Context: an optimization exercise on an open-source flow, tuned for small area, a short achievable clock period and few clock cycles. The choices shown serve that exercise and are no tape-out recipe. In this exercise RTL edits were held to simulation tests only and were not proved equivalent to the original. Power and IR drop assume default switching activity.

==> flow/design.v (excerpt) <==
module draw_lines(
      input          i_clk,
      input          i_reset,
      input   [10:0] i_x0,
      input   [10:0] i_x1,
      input   [10:0] i_y0,
      input   [10:0] i_y1,
      input          i_start,
      input          i_load_fifo,
      output         o_waiting,
      output         o_fifo_full,
      output         o_wr,
      output  [18:0] o_addr
    );
make LEC_CHECK=0 ABC_AREA=1 CAP_MARGIN=20 CORE_MARGIN=2 CORE_UTILIZATION=40 SETUP_SLACK_MARGIN=3.5 SLEW_MARGIN=20 finish   # period 5.0 ns
run.sh (not shown) runs the stock make flow with config.mk's settings and CLKGATE_MAP_FILE= SYNTH_SCRIPT=/design/flow/synth_recipe.tcl, a recipe that flattens the netlist after the stock synthesis.
Testbench counts at the start, summed over its fixed seeds: cycles 117,974.
Then changed:
--- a/flow/config.mk
+++ b/flow/config.mk
@@ -12 +12 @@
-export SETUP_SLACK_MARGIN = 3.5
+export SETUP_SLACK_MARGIN = 3.0
=> Hold slack degrades by 0.0045 ns. Wire length shrinks by 22%. Sequential share of layout area grows by 6.5 points. Count of clock-buffer cells in the layout grows by 5. Via count shrinks by 7.8%. Die area stays the same. Worst setup slack improves by 0.12 ns. Non-clock buffer count shrinks by 187. Sequential power hardly moves.


== xenon ==
draw_lines, a different RTL version from the one above (not shown whole).
Size in the first run: about 1900 cells after synthesis, about 680 flip-flops, about 70 I/O pins, about 27000 um2 of cells after synthesis.
## draw_lines
module draw_lines(
      input          i_clk,
      input          i_reset,
      input   [10:0] i_x0,
      input   [10:0] i_x1,
      input   [10:0] i_y0,
      input   [10:0] i_y1,
      input          i_start,
      input          i_load_fifo,
      output         o_waiting,
      output         o_fifo_full,
      output         o_wr,
      output  [18:0] o_addr
    );
Settings: LEC_CHECK=0, ABC_AREA=1, CAP_MARGIN=20, CORE_MARGIN=2, CORE_UTILIZATION=40, CTS_CLUSTER_DIAMETER=100, CTS_CLUSTER_SIZE=25, SETUP_SLACK_MARGIN=2.9, SLEW_MARGIN=20; clock period 5.0 ns.
Testbench counts of xenon, summed over its fixed seeds: cycles 117,974.
Modified inputs, tundra compared to xenon
Settings: SETUP_SLACK_MARGIN now 3.0, was 2.9; CTS_CLUSTER_SIZE now 20, was 25.
## What came out
Total grt overflow: tundra vs xenon identical
Compared with xenon, the router placed more vias in tundra.
tundra: non-clock buffer count is 31% higher than what xenon reported.
xenon -> tundra: XOR/XNOR share of the synthesized area delta 0, exact match
Total power of tundra is higher than that of xenon.
Total routing usage reported by global routing was higher in the run labelled tundra.
What yarrow does differently from tundra at the input level:
Settings: CTS_BUF_LIST now sky130_fd_sc_hd__clkbuf_8 sky130_fd_sc_hd__clkbuf_16, previously not set.
### Flow results
yarrow completed every stage of the flow, and the final layout passed the timing, design-rule and antenna checks.
Utilization: tundra vs yarrow — no meaningful difference
yarrow has less setup slack than tundra.
yarrow and tundra ended up with roughly the same design area.
[compare] base=tundra new=yarrow: layout-stage area growth over the synthesis result held steady; via count barely changed.
Input-level comparison between violet and yarrow:
Settings: SETUP_SLACK_MARGIN: 3.0 -> 2.9.
==> notes.md <==
Per the final summary, violet finished and its layout is clean on timing, DRC and antenna. Looking at cell at the slowest stage of the critical path, the sky130_fd_sc_hd__fa_1 result is from yarrow; the sky130_fd_sc_hd__a21oi_2 one comes from violet. [compare] base=yarrow new=violet: maximum frequency moved down, share of final layout cell area taken by non-clock buffers down 1.5 points, count of distinct cell types in the synthesized netlist barely changed, post-route cell area shows a reduction of about 3.3%. Share of power burned in registers in violet is 0.3 points lower than in yarrow. For tap cell count, yarrow and violet come out practically identical. Core utilization delta for violet relative to yarrow: 1.6 points lower. The final reports for violet and yarrow show switching power higher in the former. Comparing via count of the routed design for yarrow and violet, the bigger number came from yarrow.
Modified inputs, onyx compared to violet
Settings: CTS_BUF_LIST: sky130_fd_sc_hd__clkbuf_8 sky130_fd_sc_hd__clkbuf_16 -> unset; SETUP_SLACK_MARGIN: 2.9 -> 2.7.
[summary]
Comparing onyx with violet, the share of power burned in registers came out essentially unchanged.
In the metrics for violet and onyx, the one carrying the lower biggest cell delay along the critical path is onyx.
Compared onyx vs violet, and via count is down in onyx.
For violet, the launching element of the worst setup path was e_v, unlike onyx, where it was idle.
sky130_fd_sc_hd__dfxtp_2 as the cell with the largest stage delay on the worst path was reported by onyx, and sky130_fd_sc_hd__a21oi_2 by violet.
Going from violet to onyx, the growth of design area from synthesis to finish was found to have gone down by 2.5 points.


Setup of oak:
Another version of the RTL of draw_lines (not shown whole).
Size in the first run: roughly 1900 cells after synthesis, ~70 I/O pins.
export LEC_CHECK = 0
export ABC_AREA = 1
export CAP_MARGIN = 20
export CORE_MARGIN = 2
export CORE_UTILIZATION = 40
export CTS_BUF_LIST = sky130_fd_sc_hd__clkbuf_8 sky130_fd_sc_hd__clkbuf_16
export CTS_CLUSTER_DIAMETER = 100
export CTS_CLUSTER_SIZE = 20
export SETUP_SLACK_MARGIN = 3.0
export SLEW_MARGIN = 20
create_clock -name core_clock -period 5.0 [get_ports {i_clk}]
Testbench counts of oak, summed over its fixed seeds: cycles 117,974.
The following lists how pine was set up differently from oak:
Settings: CTS_CLUSTER_DIAMETER: 100 -> unset; CTS_CLUSTER_SIZE: 20 -> unset; CTS_BUF_LIST: sky130_fd_sc_hd__clkbuf_8 sky130_fd_sc_hd__clkbuf_16 -> unset.
Notes after the runs:
Taking oak as the reference point, the met2 wirelength from detailed routing of pine rises by about 1.3%.
In pine, required time of the critical path is lower than in oak.
On power in sequential cells, oak and pine are neck and neck.
pine reports its capture point of the critical path as y_ys[3] while oak reports y_da[7].
Clock power share: lower on oak
Higher worst setup slack was reported by oak, not pine.
Global-route wire length before repair: pine > oak
Lower non-clock buffer count goes to oak over pine.
Edits applied to the flow inputs when going from pine to birch:
Settings: setting CTS_CLUSTER_DIAMETER to 100 for the first time; setting CTS_CLUSTER_SIZE to 20 for the first time.
## What came out
- Looking at number of cells on the worst reg-to-reg path, birch sits above pine.
- Relative to pine, the total leakage power of birch is lower by 0.00061 uW.
- ~same flip-flop and latch count after synthesis in birch and pine
- birch: number of buffers outside the clock class in the layout 8 below pine
Edits applied to the flow inputs when going from birch to maple:
Settings: PLACE_DENSITY newly set to 0.7; CTS_BUF_LIST newly set to sky130_fd_sc_hd__clkbuf_8 sky130_fd_sc_hd__clkbuf_16.
--- outcome ---
maple has less setup slack than birch. maple: sequential fraction of total cell area 0.53 points below birch. Delta (maple minus birch): post-route minimum period increased by 210 ps relative to the old numbers; share of post-route cells with drive strength above 1 moved up. Relative to birch, via count increased by 425 in maple. Compared with birch, maple ends up with a larger final cell area. There was hardly any difference in final clock skew between maple and birch. The cell count reported for maple is greater than that of birch by 28.
Input changes introduced in cedar (baseline for comparison: maple):
Settings: changing SETUP_SLACK_MARGIN from 3.0 to 3.2; removing CTS_BUF_LIST (formerly sky130_fd_sc_hd__clkbuf_8 sky130_fd_sc_hd__clkbuf_16); removing PLACE_DENSITY (formerly 0.7).
[summary]
In cedar, count of non-CTS inverters in the layout is higher than in maple.
From cedar to maple, total of max-cap violations did not move at all.
Compared with maple, met2 wire length in cedar increased by a little under 10%.


run 1:
The RTL this note starts from:
==> flow/design.v <==
module draw_lines(
      input          i_clk,
      input          i_reset,
      input   [10:0] i_x0,
      input   [10:0] i_x1,
      input   [10:0] i_y0,
      input   [10:0] i_y1,
      input          i_start,
      input          i_load_fifo,
      output         o_waiting,
      output         o_fifo_full,
      output         o_wr,
      output  [18:0] o_addr
    );
   localparam NR = 11;           
   localparam RW = 38;           
   function [11:0] ks_add;
      input [11:0] a, b;
      input        ci;
      reg   [11:0] p, g, pp, gg;
      integer i, d;
      begin
         p = a ^ b;
         g = a & b;
         gg = {g[11:1], g[0] | (p[0] & ci)};
         pp = p;
         for (d = 1; d < 12; d = d * 2) begin
            for (i = 11; i >= d; i = i - 1) begin
               gg[i] = gg[i] | (pp[i] & gg[i-d]);
               pp[i] = pp[i] & pp[i-d];
            end
         end
         ks_add = p ^ {gg[10:0], ci};
      end
   endfunction
   reg        idle;              
   reg        wr;                
   reg  [3:0] count;             
   reg        full;              
   reg  [NR-1:0] r_v;            
   reg           x_v, y_v, z_v, e_v;
   reg        e_last;            
   wire emit   = ~idle & e_v;    
   wire finish = emit & e_last;  
   wire [NR+3:0] vall = {e_v, z_v, y_v, x_v, r_v};      
   wire [NR+3:0] take;
   genvar gi;
   generate
      for (gi = 1; gi <= NR+3; gi = gi + 1) begin : g_take
         assign take[gi] = vall[gi-1] & (~&vall[NR+3:gi] | finish);
      end
   endgenerate
   assign take[0] = i_load_fifo;
   wire [3:0] count_nx = count + {3'd0, i_load_fifo} - {3'd0, finish};
   always @(posedge i_clk) begin
      if (i_reset) begin
         idle    <= 1'b1;
         wr      <= 1'b0;
         count   <= 4'd0;
         full    <= 1'b0;
         r_v     <= {NR{1'b0}};
         x_v     <= 1'b0;
         y_v     <= 1'b0;
         z_v     <= 1'b0;
         e_v     <= 1'b0;
      end else begin
         idle  <= idle ? ~i_start : (count == 4'd0);
         wr    <= emit;
         count <= count_nx;
         full  <= count_nx == 4'd15;
         r_v   <= (r_v & ~take[NR:1]) | take[NR-1:0];
         x_v   <= (x_v & ~take[NR+1]) | take[NR];
         y_v   <= (y_v & ~take[NR+2]) | take[NR+1];
         z_v   <= (z_v & ~take[NR+3]) | take[NR+2];
         e_v   <= (e_v & ~finish) | take[NR+3];
      end
   end
   assign o_waiting   = idle;
   assign o_fifo_full = full;
   assign o_wr        = wr;
   reg [RW-1:0] r_d [0:NR-1];
   always @(posedge i_clk) begin
      if (take[0])
         r_d[0] <= {i_x0[9:0], i_y0[8:0], i_x1[9:0], i_y1[8:0]};
   end
   generate
      for (gi = 1; gi < NR; gi = gi + 1) begin : g_raw
         always @(posedge i_clk) begin
            if (take[gi])
               r_d[gi] <= r_d[gi-1];
         end
      end
   endgenerate
   wire [9:0] h_x0 = r_d[NR-1][37:28];
   wire [8:0] h_y0 = r_d[NR-1][27:19];
   wire [9:0] h_x1 = r_d[NR-1][18:9];
   wire [8:0] h_y1 = r_d[NR-1][8:0];
   wire [10:0] dxp = {1'b0, h_x1} - {1'b0, h_x0};
   wire [10:0] dxn = {1'b0, h_x0} - {1'b0, h_x1};
   wire  [9:0] dyp = {1'b0, h_y1} - {1'b0, h_y0};
   wire  [9:0] dyn = {1'b0, h_y0} - {1'b0, h_y1};
   reg  [RW-1:0] x_pts;          
   reg     [9:0] x_adx;
   reg     [8:0] x_ady;
   reg           x_sx, x_sy;     
   always @(posedge i_clk) begin
      if (take[NR]) begin
         x_pts <= r_d[NR-1];
         x_sx  <= dxp[10];
         x_sy  <= dyp[9];
         x_adx <= dxp[10] ? dxn[9:0] : dxp[9:0];
         x_ady <= dyp[9]  ? dyn[8:0] : dyp[8:0];
      end
   end
   reg  [RW-1:0] y_pts;
   reg     [9:0] y_adx;
   reg     [8:0] y_ady;
   reg           y_sx, y_sy, y_steep;
   always @(posedge i_clk) begin
      if (take[NR+1]) begin
         y_pts   <= x_pts;
         y_adx   <= x_adx;
         y_ady   <= x_ady;
         y_sx    <= x_sx;
         y_sy    <= x_sy;
         y_steep <= {1'b0, x_ady} > x_adx;
      end
   end
   wire        swap  = y_steep ? y_sy : y_sx;
   reg   [9:0] z_xs;
   reg   [8:0] z_ys;
   reg   [9:0] z_da, z_db;
   reg         z_steep, z_bpos;
   always @(posedge i_clk) begin
      if (take[NR+2]) begin
         z_xs    <= swap ? y_pts[18:9] : y_pts[37:28];
         z_ys    <= swap ? y_pts[8:0]  : y_pts[27:19];
         z_da    <= y_steep ? {1'b0, y_ady} : y_adx;
         z_db    <= y_steep ? y_adx : {1'b0, y_ady};
         z_steep <= y_steep;
         z_bpos  <= ~(y_sx ^ y_sy);
      end
   end
   wire [9:0]  d1 = z_da - z_db;                             
   wire [10:0] e0 = {2'b0, z_da[9:1]} - {1'b0, z_db};        
   reg  [9:0] e_x;
   reg  [8:0] e_y;
   reg [10:0] e_err;             
   reg  [9:0] e_d1;              
   reg  [9:0] e_db;
   reg  [9:0] e_cnt;             
   reg        e_steep, e_bpos;
   wire        e_step   = e_err[10];
   wire [11:0] e_err_s_w  = ks_add({e_err[10], e_err}, {2'b0, e_d1}, 1'b0);
   wire [11:0] e_err_ns_w = ks_add({e_err[10], e_err}, {2'b11, ~e_db}, 1'b1);
   wire [10:0] e_err_s  = e_err_s_w[10:0];
   wire [10:0] e_err_ns = e_err_ns_w[10:0];
   wire        x_mv = ~e_steep | e_step;
   wire        x_up = ~e_steep | e_bpos;
   wire        y_mv =  e_steep | e_step;
   wire        y_up =  e_steep | e_bpos;
   wire  [9:0] e_x_nx = x_mv ? (x_up ? e_x + 10'd1 : e_x - 10'd1) : e_x;
   wire  [8:0] e_y_nx = y_mv ? (y_up ? e_y + 9'd1 : e_y - 9'd1) : e_y;
   always @(posedge i_clk) begin
      if (take[NR+3]) begin
         e_x     <= z_xs;
         e_y     <= z_ys;
         e_err   <= e0;
         e_d1    <= d1;
         e_db    <= z_db;
         e_cnt   <= z_da;
         e_last  <= (z_da == 10'd0);
         e_steep <= z_steep;
         e_bpos  <= z_bpos;
      end else if (emit) begin
         e_x     <= e_x_nx;
         e_y     <= e_y_nx;
         e_err   <= e_step ? e_err_s : e_err_ns;
         e_cnt   <= e_cnt - 10'd1;
         e_last  <= (e_cnt == 10'd1);
      end
   end
   reg [18:0] addr;
   wire [11:0] s_a = {1'b0, e_y, 2'b0};
   wire [11:0] s_b = {3'b0, e_y};
   wire [11:0] s_c = {9'b0, e_x[9:7]};
   wire [11:0] s_sum = s_a ^ s_b ^ s_c;
   wire [11:0] s_cry = (s_a & s_b) | (s_a & s_c) | (s_b & s_c);
   always @(posedge i_clk) begin
      addr[6:0]  <= e_x[6:0];
      addr[18:7] <= ks_add(s_sum, {s_cry[10:0], 1'b0}, 1'b0);
   end
   assign o_addr = addr;
endmodule
==> flow/config.mk <==
export PLATFORM = sky130hd
export DESIGN_NAME = draw_lines
export DESIGN_NICKNAME = draw_lines
export VERILOG_FILES = /design/flow/design.v
export SDC_FILE = /design/flow/constraint.sdc
export NUM_CORES = 4
export LEC_CHECK = 0
export ABC_AREA = 1
export CAP_MARGIN = 20
export CORE_MARGIN = 2
export CORE_UTILIZATION = 40
export CTS_CLUSTER_DIAMETER = 100
export CTS_CLUSTER_SIZE = 20
export SETUP_SLACK_MARGIN = 3.1
export SLEW_MARGIN = 20
==> flow/constraint.sdc <==
create_clock -name core_clock -period 5.0 [get_ports {i_clk}]
set_input_delay 1.0000 -clock core_clock [delete_from_list [all_inputs] [get_ports {i_clk}]]
set_output_delay 1.0000 -clock core_clock [all_outputs]
set_load 0.01 [all_outputs]
Run 1: PASS, flow complete, no timing, DRC or antenna violations
Testbench counts of run 1, summed over its fixed seeds: cycles 117,974.
--- input diff run 1..run 2 ---
- SETUP_SLACK_MARGIN now 2.8, was 3.1
Run 1 has higher design internal power than run 2. Row growth of design area from synthesis to finish: run 2 lower / run 1 higher. | instance area at placement | run 2 vs run 1 | 0.35% lower |. Per the comparison of run 2 with run 1, number of cells on the critical path held steady; number of combinational gates with multiple inputs held steady; clock buffer instance count of the final layout down 1; count of buffers added by post-CTS timing repair for setup shows a reduction of 90.
--- input diff run 2..run 3 ---
- swapping 2.8 for 2.9 in SETUP_SLACK_MARGIN
Results
The overall power of the completed layout reported for run 3 is greater than that of run 2 by 31 uW. Run 3 has setup slack after layout above what run 2 had. NOTE first-pass GRT wire length run 2->run 3 increased slightly. Compared with run 2, non-clock buffer count in run 3 increased by more than 10%. Sequential-to-total area share from yosys stat came out exactly the same in run 3 and run 2. Length in cells of the worst reg-to-reg path: run 3 and run 2 compared, lower one is run 3. Comparing run 3 and run 2, the lower area overhead of the layout relative to synthesis was measured on run 2.

static timing again, ports no longer ideal:
How much do the figures lean on ideal ports? The routed layouts below were timed once more, with nothing changed but the port constraints. Step 1 sets driving cells, clkbuf_16 on the clock port and buf_2 on the other inputs (assumed; they add their load-dependent delay and slew). Step 2 moves the port delays by t, midway between the first and last clock arrival at a register: inputs arrive t later, outputs are due t later. That takes back most of the time a late clock gives input paths. a / b / c = ideal / step 1 / step 2; a / b = the first two.
| run | shift t [ns] | slack for setup (ns) | hold WS [ns] | worst setup path at the end |
|---|---|---|---|---|
| the first run of note 1 | 0.673 | 2.658 / 2.658 / 2.599 | 0.405 / 0.405 / 0.405 | input to register |
| the second run of note 1 | 0.669 | 2.774 / 2.774 / 2.470 | 0.400 / 0.400 / 0.400 | input to register |
| xenon | 0.673 | 2.906 / 2.852 / 2.433 | 0.414 / 0.414 / 0.414 | input to register |
| tundra | 0.630 | 2.953 / 2.898 / 2.431 | 0.413 / 0.413 / 0.413 | input to register |
| yarrow | 0.630 | 2.947 / 2.898 / 2.430 | 0.413 / 0.413 / 0.413 | input to register |
| violet | 0.647 | 2.937 / 2.884 / 2.441 | 0.406 / 0.406 / 0.406 | input to register |
| onyx | 0.635 | 2.772 / 2.714 / 2.269 | 0.412 / 0.412 / 0.412 | input to register |
| oak | 0.632 | 2.878 / 2.878 / 2.586 | 0.410 / 0.410 / 0.410 | input to register |
| pine | 0.654 | 2.842 / 2.842 / 2.457 | 0.405 / 0.405 / 0.405 | input to register |
| birch | 0.635 | 2.862 / 2.862 / 2.584 | 0.408 / 0.408 / 0.408 | input to register |
| maple | 0.615 | 2.652 / 2.652 / 2.473 | 0.403 / 0.403 / 0.403 | input to register |
| cedar | 0.640 | 2.740 / 2.740 / 2.569 | 0.401 / 0.401 / 0.401 | input to register |
| run 1 | 0.638 | 2.927 / 2.869 / 2.509 | 0.405 / 0.405 / 0.405 | input to register |
| run 2 | 0.634 | 2.863 / 2.806 / 2.463 | 0.414 / 0.414 / 0.414 | input to register |
| run 3 | 0.648 | 2.927 / 2.884 / 2.440 | 0.407 / 0.407 / 0.407 | input to register |
After both steps every run listed still meets setup and hold. For tundra, which loses most, drivers alone change the setup slack by -0.055 ns; drivers and shift together by -0.522 ns.
